Background: an optimization exercise with open tools, aiming at small area and a short achievable clock period. Do not read the settings as production practice. At most, simulation tests tie the RTL to the original design; equivalence was not proved. Power figures rest on the tool's default switching activity, not on a simulated workload.

## pipelined_regfile_2stage
module pipelined_regfile_2stage(clk, rst, imem_addr, imem_data, dmem_addr, dmem_wdata, dmem_we, dmem_re, dmem_rdata, wb_en, wb_addr, wb_data);
==> module alu, before the edit <==
module alu (
  input  [15:0] a,       
  input  [15:0] b,       
  input  [15:0] pc,      
  input  [3:0]  op,
  input  [3:0]  imm,
  output [15:0] out,
  output [15:0] aux,
  output [15:0] x2,      
  output [15:0] x3,
  output        cin,
  output        zero     
);
  wire [15:0] sext = {{12{imm[3]}}, imm};
  wire [15:0] addr = a + sext;
  assign zero = (a == b);
  wire        le = (a <= b);
  wire [15:0] shl = imm[3] ? 16'd0 : a << imm[2:0];
  wire [15:0] shr = imm[3] ? 16'd0 : a >> imm[2:0];
  wire [15:0] ms, mc, m2, m3;
  mul_csa M (.a(a), .b(b), .v0(ms), .v1(mc), .v2(m2), .v3(m3));
  wire sel_a   = (op == 4'b0000) | (op == 4'b0001);
  wire sel_and = (op == 4'b0010);
  wire sel_xor = (op == 4'b0011);
  wire sel_shl = (op == 4'b0100);
  wire sel_shr = (op == 4'b0101);
  wire sel_com = (op == 4'b0110);
  wire sel_mul = (op == 4'b0111);
  wire sel_lw  = (op == 4'b1000);
  wire sel_sw  = (op == 4'b1001);
  wire sel_adr = sel_lw | sel_sw;
  wire sel_pc  = (op == 4'b1101);
  wire sub     = (op == 4'b0001);
  assign out = ({16{sel_a}}   & a)
             | ({16{sel_and}} & (a & b))
             | ({16{sel_xor}} & (a ^ b))
             | ({16{sel_shl}} & shl)
             | ({16{sel_shr}} & shr)
             | {15'd0, sel_com & le}
             | ({16{sel_mul}} & ms)
             | ({16{sel_adr}} & addr)
             | ({16{sel_pc}}  & pc);
  assign aux = sel_mul ? mc : sel_lw ? ~addr : ({16{sel_a | sel_sw}} & (b ^ {16{sub}}));
  assign x2 = {16{sel_mul}} & m2;
  assign x3 = {16{sel_mul}} & m3;
  assign cin = sub | sel_lw;
endmodule
==> module pipelined_regfile_2stage, before the edit <==
module pipelined_regfile_2stage(clk, rst, imem_addr, imem_data, dmem_addr, dmem_wdata, dmem_we, dmem_re, dmem_rdata, wb_en, wb_addr, wb_data);
input clk;
input rst;
output [15:0] imem_addr;
input  [15:0] imem_data;
output [15:0] dmem_addr;
output [15:0] dmem_wdata;
output dmem_we;
output dmem_re;
input  [15:0] dmem_rdata;
output wb_en;
output [3:0] wb_addr;
output [15:0] wb_data;
reg  [15:0] pc;
wire [15:0] inst = imem_data;
wire [3:0]  op = inst[15:12];
wire        regdst = (op == 4'b1001) | (op == 4'b1010);
wire        jump = (op == 4'b1011) | (op == 4'b1101);
wire        jr = (op == 4'b1100);
wire [15:0] rdata1, rdata2;
wire [15:0] sel_rs = 16'd1 << inst[7:4];
wire [15:0] sel_rd = 16'd1 << inst[11:8];
wire [15:0] sel_rt = 16'd1 << inst[3:0];
wire [15:0] sel2 = regdst ? sel_rd : sel_rt;
reg         wb_wen;
reg  [3:0]  wb_rd;
reg  [15:0] wb_val;
regfile RF0 (.clk(clk), .rst(rst), .wen(wb_wen), .rsel1(sel_rs), .rsel2(sel2),
             .waddr(wb_rd), .wdata(wb_val), .rdata1(rdata1), .rdata2(rdata2));
reg         ex_v;
reg  [3:0]  ex_op, ex_imm, ex_rd;
reg  [15:0] ex_a, ex_b, ex_pc;
always @(posedge clk) begin
  ex_v   <= ~rst;
  ex_op  <= op;
  ex_imm <= inst[3:0];
  ex_rd  <= (op == 4'b1101) ? 4'd15 : inst[11:8];
  ex_a   <= rdata1;
  ex_b   <= rdata2;
  ex_pc  <= pc;
end
wire [15:0] ex_out, ex_aux, ex_x2, ex_x3;
wire        ex_cin, zero;
alu ALU0 (.a(ex_a), .b(ex_b), .pc(ex_pc), .op(ex_op), .imm(ex_imm),
          .out(ex_out), .aux(ex_aux), .x2(ex_x2), .x3(ex_x3), .cin(ex_cin), .zero(zero));
wire taken = ex_v & (ex_op == 4'b1010) & zero;
wire [15:0] btarget = ex_pc + {{12{ex_imm[3]}}, ex_imm};
wire [15:0] pc_next = jr ? rdata1 :
                      jump ? {pc[15:12], inst[11:0]} :
                      taken ? btarget : pc + 16'd1;
always @(posedge clk)
  pc <= rst ? 16'd0 : pc_next;
assign imem_addr = pc;
reg         mem_wen, mem_re, mem_we;
reg         mem_cin;
reg  [3:0]  mem_rd;
reg  [15:0] mem_res, mem_aux, mem_x2, mem_x3;
always @(posedge clk) begin
  mem_wen <= ~rst & ex_v & ((ex_op <= 4'b1000) | (ex_op == 4'b1101));
  mem_re  <= ~rst & ex_v & (ex_op == 4'b1000);
  mem_we  <= ~rst & ex_v & (ex_op == 4'b1001);
  mem_cin <= ex_cin;
  mem_rd  <= ex_rd;
  mem_res <= ex_out;
  mem_aux <= ex_aux;
  mem_x2  <= ex_x2;
  mem_x3  <= ex_x3;
end
assign dmem_addr  = mem_res;
assign dmem_wdata = mem_aux;
assign dmem_we    = mem_we;
assign dmem_re    = mem_re;
wire [15:0] sum;
mem_add ADD0 (.v0(mem_res), .v1(mem_aux), .v2(mem_x2), .v3(mem_x3), .cin(mem_cin),
              .sum(sum));
wire [15:0] mem_val = sum | ({16{mem_re}} & dmem_rdata);
always @(posedge clk) begin
  wb_wen <= ~rst & mem_wen;
  wb_rd  <= mem_rd;
  wb_val <= mem_val;
end
assign wb_en   = wb_wen;
assign wb_addr = wb_rd;
assign wb_data = wb_val;
endmodule
==> flow/config.mk <==
export PLATFORM = sky130hd
export DESIGN_NAME = pipelined_regfile_2stage
export DESIGN_NICKNAME = pipelined_regfile_2stage
export VERILOG_FILES = /design/flow/design.v
export SDC_FILE = /design/flow/constraint.sdc
export NUM_CORES = 4
export LEC_CHECK = 0
export CAP_MARGIN = 20
export CORE_MARGIN = 2
export CORE_UTILIZATION = 40
export CTS_CLUSTER_DIAMETER = 60
export CTS_CLUSTER_SIZE = 20
export SETUP_SLACK_MARGIN = 3.9
export SLEW_MARGIN = 20
export SYNTH_HIERARCHICAL = 1
==> flow/constraint.sdc <==
create_clock -name core_clock -period 7.0 [get_ports {clk}]
set_input_delay 1.4000 -clock core_clock [delete_from_list [all_inputs] [get_ports {clk}]]
set_output_delay 1.4000 -clock core_clock [all_outputs]
set_load 0.01 [all_outputs]
run.sh (not shown) runs the stock make flow with config.mk's settings and CLKGATE_MAP_FILE= SYNTH_SCRIPT=/design/flow/synth_recipe.tcl, a recipe that flattens the netlist after the stock synthesis.
Change:
--- a/flow/design.v
+++ b/flow/design.v
@@ -43,8 +43,8 @@
              | ({16{sel_adr}} & addr)
              | ({16{sel_pc}}  & pc);
-  assign aux = sel_mul ? mc : sel_lw ? ~addr : ({16{sel_a | sel_sw}} & (b ^ {16{sub}}));
+  assign aux = sel_mul ? mc : ({16{sel_a | sel_adr}} & (b ^ {16{sub}}));
   assign x2 = {16{sel_mul}} & m2;
   assign x3 = {16{sel_mul}} & m3;
-  assign cin = sub | sel_lw;
+  assign cin = sub;
 endmodule
 module mul_csa (
@@ -467,5 +467,5 @@
 mem_add ADD0 (.v0(mem_res), .v1(mem_aux), .v2(mem_x2), .v3(mem_x3), .cin(mem_cin),
               .sum(sum));
-wire [15:0] mem_val = sum | ({16{mem_re}} & dmem_rdata);
+wire [15:0] mem_val = mem_re ? dmem_rdata : sum;
 always @(posedge clk) begin
   wb_wen <= ~rst & mem_wen;
Effect: Worst hold slack is better by 0.018 ns; final cell count shrinks by a few percent; register-to-register slack is better by 0.20 ns; clock skew grows by 0.023 ns; global-route usage shrinks by 1.2 points.
Function not checked in the first run of this note: the RTL went through the layout flow alone.

---

pipelined_regfile_2stage, a different RTL version from the one above (not shown whole).
Size in the first run: roughly 400 flip-flops, about 0.024 mm² of cells after synthesis.
==> module alu, before the edit <==
module alu (
  input  [15:0] a,       
  input  [15:0] b,       
  input  [15:0] pc,      
  input  [3:0]  op,
  input  [3:0]  imm,
  output [15:0] out,
  output [15:0] aux,
  output        cin,
  output        zero     
);
  wire [15:0] sext = {{12{imm[3]}}, imm};
  wire [15:0] addr = a + sext;
  assign zero = (a == b);
  wire        le = (a <= b);
  wire [15:0] shr = imm[3] ? 16'd0 : a >> imm[2:0];
  wire sel_a   = (op == 4'b0000) | (op == 4'b0001);
  wire sel_and = (op == 4'b0010);
  wire sel_xor = (op == 4'b0011);
  wire sel_shr = (op == 4'b0101);
  wire sel_com = (op == 4'b0110);
  wire sel_mul = (op == 4'b0111) | (op == 4'b0100);
  wire sel_lw  = (op == 4'b1000);
  wire sel_sw  = (op == 4'b1001);
  wire sel_adr = sel_lw | sel_sw;
  wire sel_pc  = (op == 4'b1101);
  wire sub     = (op == 4'b0001);
  wire [15:0] o0 = ({16{sel_a}}   & a)
                 | ({16{sel_and}} & (a & b))
                 | ({16{sel_xor}} & (a ^ b))
                 | ({16{sel_shr}} & shr)
                 | {15'd0, sel_com & le}
                 | ({16{sel_adr}} & addr)
                 | ({16{sel_pc}}  & pc);
  wire [15:0] o1 = {16{sel_a | sel_adr}} & (b ^ {16{sub}});
  mul_csa M (.a(a), .b(b), .sel(sel_mul), .o0(o0), .o1(o1), .s(out), .c(aux));
  assign cin = sub;
endmodule
==> module pipelined_regfile_2stage, before the edit <==
module pipelined_regfile_2stage(clk, rst, imem_addr, imem_data, dmem_addr, dmem_wdata, dmem_we, dmem_re, dmem_rdata, wb_en, wb_addr, wb_data);
input clk;
input rst;
output [15:0] imem_addr;
input  [15:0] imem_data;
output [15:0] dmem_addr;
output [15:0] dmem_wdata;
output dmem_we;
output dmem_re;
input  [15:0] dmem_rdata;
output wb_en;
output [3:0] wb_addr;
output [15:0] wb_data;
reg  [15:0] pc;
wire [15:0] inst = imem_data;
wire [3:0]  op = inst[15:12];
wire        regdst = (op == 4'b1001) | (op == 4'b1010);
wire        jump = (op == 4'b1011) | (op == 4'b1101);
wire        jr = (op == 4'b1100);
wire [15:0] rdata1, rdata2;
wire [15:0] sel_rs = 16'd1 << inst[7:4];
wire [15:0] sel_rd = 16'd1 << inst[11:8];
wire [15:0] sel_rt = 16'd1 << inst[3:0];
wire        shl = (op == 4'b0100);
wire [15:0] sel2 = regdst ? sel_rd : shl ? 16'd0 : sel_rt;
wire [15:0] pow2 = (shl & ~inst[3]) ? (16'd1 << inst[2:0]) : 16'd0;
reg         wb_wen;
reg  [3:0]  wb_rd;
reg  [15:0] wb_val;
regfile RF0 (.clk(clk), .rst(rst), .wen(wb_wen), .rsel1(sel_rs), .rsel2(sel2), .inj2(pow2),
             .waddr(wb_rd), .wdata(wb_val), .rdata1(rdata1), .rdata2(rdata2));
reg         ex_v;
reg  [3:0]  ex_op, ex_imm, ex_rd;
reg  [15:0] ex_a, ex_b, ex_pc;
always @(posedge clk) begin
  ex_v   <= ~rst;
  ex_op  <= op;
  ex_imm <= inst[3:0];
  ex_rd  <= (op == 4'b1101) ? 4'd15 : inst[11:8];
  ex_a   <= rdata1;
  ex_b   <= rdata2;
  ex_pc  <= pc;
end
wire [15:0] ex_out, ex_aux;
wire        ex_cin, zero;
alu ALU0 (.a(ex_a), .b(ex_b), .pc(ex_pc), .op(ex_op), .imm(ex_imm),
          .out(ex_out), .aux(ex_aux), .cin(ex_cin), .zero(zero));
wire taken = ex_v & (ex_op == 4'b1010) & zero;
wire [15:0] btarget = ex_pc + {{12{ex_imm[3]}}, ex_imm};
wire [15:0] pc_next = jr ? rdata1 :
                      jump ? {pc[15:12], inst[11:0]} :
                      taken ? btarget : pc + 16'd1;
always @(posedge clk)
  pc <= rst ? 16'd0 : pc_next;
assign imem_addr = pc;
reg         mem_wen, mem_re, mem_we;
reg         mem_cin;
reg  [3:0]  mem_rd;
reg  [15:0] mem_res, mem_aux;
always @(posedge clk) begin
  mem_wen <= ~rst & ex_v & ((ex_op <= 4'b1000) | (ex_op == 4'b1101));
  mem_re  <= ~rst & ex_v & (ex_op == 4'b1000);
  mem_we  <= ~rst & ex_v & (ex_op == 4'b1001);
  mem_cin <= ex_cin;
  mem_rd  <= ex_rd;
  mem_res <= ex_out;
  mem_aux <= ex_aux;
end
assign dmem_addr  = mem_res;
assign dmem_wdata = mem_aux;
assign dmem_we    = mem_we;
assign dmem_re    = mem_re;
wire [15:0] sum = mem_res + mem_aux + {15'd0, mem_cin};
wire [15:0] mem_val = mem_re ? dmem_rdata : sum;
always @(posedge clk) begin
  wb_wen <= ~rst & mem_wen;
  wb_rd  <= mem_rd;
  wb_val <= mem_val;
end
assign wb_en   = wb_wen;
assign wb_addr = wb_rd;
assign wb_data = wb_val;
endmodule
==> flow/config.mk <==
export PLATFORM = sky130hd
export DESIGN_NAME = pipelined_regfile_2stage
export DESIGN_NICKNAME = pipelined_regfile_2stage
export VERILOG_FILES = /design/flow/design.v
export SDC_FILE = /design/flow/constraint.sdc
export NUM_CORES = 4
export LEC_CHECK = 0
export CAP_MARGIN = 20
export CORE_MARGIN = 2
export CORE_UTILIZATION = 60
export CTS_CLUSTER_DIAMETER = 60
export CTS_CLUSTER_SIZE = 20
export SETUP_SLACK_MARGIN = 3.9
export SLEW_MARGIN = 20
export SYNTH_HIERARCHICAL = 1
==> flow/constraint.sdc <==
create_clock -name core_clock -period 7.0 [get_ports {clk}]
set_input_delay 1.4000 -clock core_clock [delete_from_list [all_inputs] [get_ports {clk}]]
set_output_delay 1.4000 -clock core_clock [all_outputs]
set_load 0.01 [all_outputs]
standard.sh (not shown) runs the stock make flow with config.mk's settings and CLKGATE_MAP_FILE= SYNTH_SCRIPT=/design/flow/synth_recipe.tcl, a recipe that flattens the netlist after the stock synthesis.
==> flow/flow/run.sh <==
#!/bin/bash
# The standard layout (standard.sh, unchanged synthesis and steps), with
# plain buffers instead of delay cells on the ports. make's full output goes
# to standard.log here; each step's own log is under orfs/logs/.
set -euo pipefail
export BUFFER_PORTS_ARGS="-buffer_cell sky130_fd_sc_hd__buf_2"
bash standard.sh > standard.log 2>&1
Rerun with:
--- a/flow/design.v
+++ b/flow/design.v
@@ -15,11 +15,9 @@
   wire [15:0] addr = a + sext;
   assign zero = (a == b);
-  wire        le = (a <= b);
   wire [15:0] shr = imm[3] ? 16'd0 : a >> imm[2:0];
-  wire sel_a   = (op == 4'b0000) | (op == 4'b0001);
+  wire sel_a   = (op == 4'b0000) | (op == 4'b0001) | (op == 4'b0110);
   wire sel_and = (op == 4'b0010);
   wire sel_xor = (op == 4'b0011);
   wire sel_shr = (op == 4'b0101);
-  wire sel_com = (op == 4'b0110);
   wire sel_mul = (op == 4'b0111) | (op == 4'b0100);
   wire sel_lw  = (op == 4'b1000);
@@ -27,10 +25,9 @@
   wire sel_adr = sel_lw | sel_sw;
   wire sel_pc  = (op == 4'b1101);
-  wire sub     = (op == 4'b0001);
+  wire sub     = (op == 4'b0001) | (op == 4'b0110);
   wire [15:0] o0 = ({16{sel_a}}   & a)
                  | ({16{sel_and}} & (a & b))
                  | ({16{sel_xor}} & (a ^ b))
                  | ({16{sel_shr}} & shr)
-                 | {15'd0, sel_com & le}
                  | ({16{sel_adr}} & addr)
                  | ({16{sel_pc}}  & pc);
@@ -507,14 +504,9 @@
 wire [15:0] inst = imem_data;
 wire [3:0]  op = inst[15:12];
-wire        regdst = (op == 4'b1001) | (op == 4'b1010);
 wire        jump = (op == 4'b1011) | (op == 4'b1101);
 wire        jr = (op == 4'b1100);
 wire [15:0] rdata1, rdata2;
-wire [15:0] sel_rs = 16'd1 << inst[7:4];
-wire [15:0] sel_rd = 16'd1 << inst[11:8];
-wire [15:0] sel_rt = 16'd1 << inst[3:0];
-wire        shl = (op == 4'b0100);
-wire [15:0] sel2 = regdst ? sel_rd : shl ? 16'd0 : sel_rt;
-wire [15:0] pow2 = (shl & ~inst[3]) ? (16'd1 << inst[2:0]) : 16'd0;
+wire [15:0] sel_rs, sel2, pow2;
+read_select RS (.inst(inst), .sel1(sel_rs), .sel2(sel2), .pow2(pow2));
 reg         wb_wen;
 reg  [3:0]  wb_rd;
@@ -547,5 +539,5 @@
 assign imem_addr = pc;
 reg         mem_wen, mem_re, mem_we;
-reg         mem_cin;
+reg         mem_cin, mem_com, mem_eq;
 reg  [3:0]  mem_rd;
 reg  [15:0] mem_res, mem_aux;
@@ -555,4 +547,6 @@
   mem_we  <= ~rst & ex_v & (ex_op == 4'b1001);
   mem_cin <= ex_cin;
+  mem_com <= (ex_op == 4'b0110);
+  mem_eq  <= zero;
   mem_rd  <= ex_rd;
   mem_res <= ex_out;
@@ -563,5 +557,7 @@
 assign dmem_we    = mem_we;
 assign dmem_re    = mem_re;
-wire [15:0] sum = mem_res + mem_aux + {15'd0, mem_cin};
+wire [16:0] sum17 = {1'b0, mem_res} + {1'b0, mem_aux} + {16'd0, mem_cin};
+wire        le = ~sum17[16] | mem_eq;
+wire [15:0] sum = mem_com ? {15'd0, le} : sum17[15:0];
 wire [15:0] mem_val = mem_re ? dmem_rdata : sum;
 always @(posedge clk) begin
@@ -574,2 +570,17 @@
 assign wb_data = wb_val;
 endmodule
+module read_select (
+  input  [15:0] inst,
+  output [15:0] sel1,
+  output [15:0] sel2,
+  output [15:0] pow2
+);
+  wire [3:0]  op = inst[15:12];
+  wire        regdst = (op == 4'b1001) | (op == 4'b1010);
+  wire        shl = (op == 4'b0100);
+  wire [15:0] sel_rd = 16'd1 << inst[11:8];
+  wire [15:0] sel_rt = 16'd1 << inst[3:0];
+  assign sel1 = 16'd1 << inst[7:4];
+  assign sel2 = ({16{regdst}} & sel_rd) | ({16{~regdst & ~shl}} & sel_rt);
+  assign pow2 = (shl & ~inst[3]) ? (16'd1 << inst[2:0]) : 16'd0;
+endmodule
=> Setup slack gets worse by 60 ps. Sequential share of layout area rose by 0.15 points. Clock power stays flat. Cell area stays flat. Die area fell by about 0.65%. Routed wire length barely changes. First-iteration DRC count fell by about 16%. Utilization rose by 0.13 points.
No functional check of the RTL was part of any run of this note.

[afterwards: timing with drivers on the ports]
The results above use ideal ports. As a check the final layouts listed here were re-extracted and re-timed, cells and wires unchanged.
Step 1: set_driving_cell puts a clkbuf_16 on clk and a buf_2 on each other input, an assumption about the parent block.
Step 2 also shifts input and output timing later by t, the mid clock arrival at the registers, as if the neighbouring blocks saw the same clock.
a / b / c = ideal / step 1 / step 2; a / b = the first two.
| run | shift t [ns] | slack for setup (ns) | worst setup path at the end |
|---|---|---|---|
| the first run of note 1 | 0.650 | 3.667 / 3.667 / 3.279 | input to register |
| the second run of note 1 | 0.648 | 3.866 / 3.860 / 3.243 | input to register |
| the first run of note 2 | 0.675 | 3.975 / 3.984 / 3.340 | input to register |
| the second run of note 2 | 0.668 | 3.915 / 3.956 / 3.288 | input to register |
After both steps every run listed still meets setup and hold. The setup slack of the first run of note 2, which loses most, moves by +0.009 ns with the drivers and by -0.635 ns with both steps.
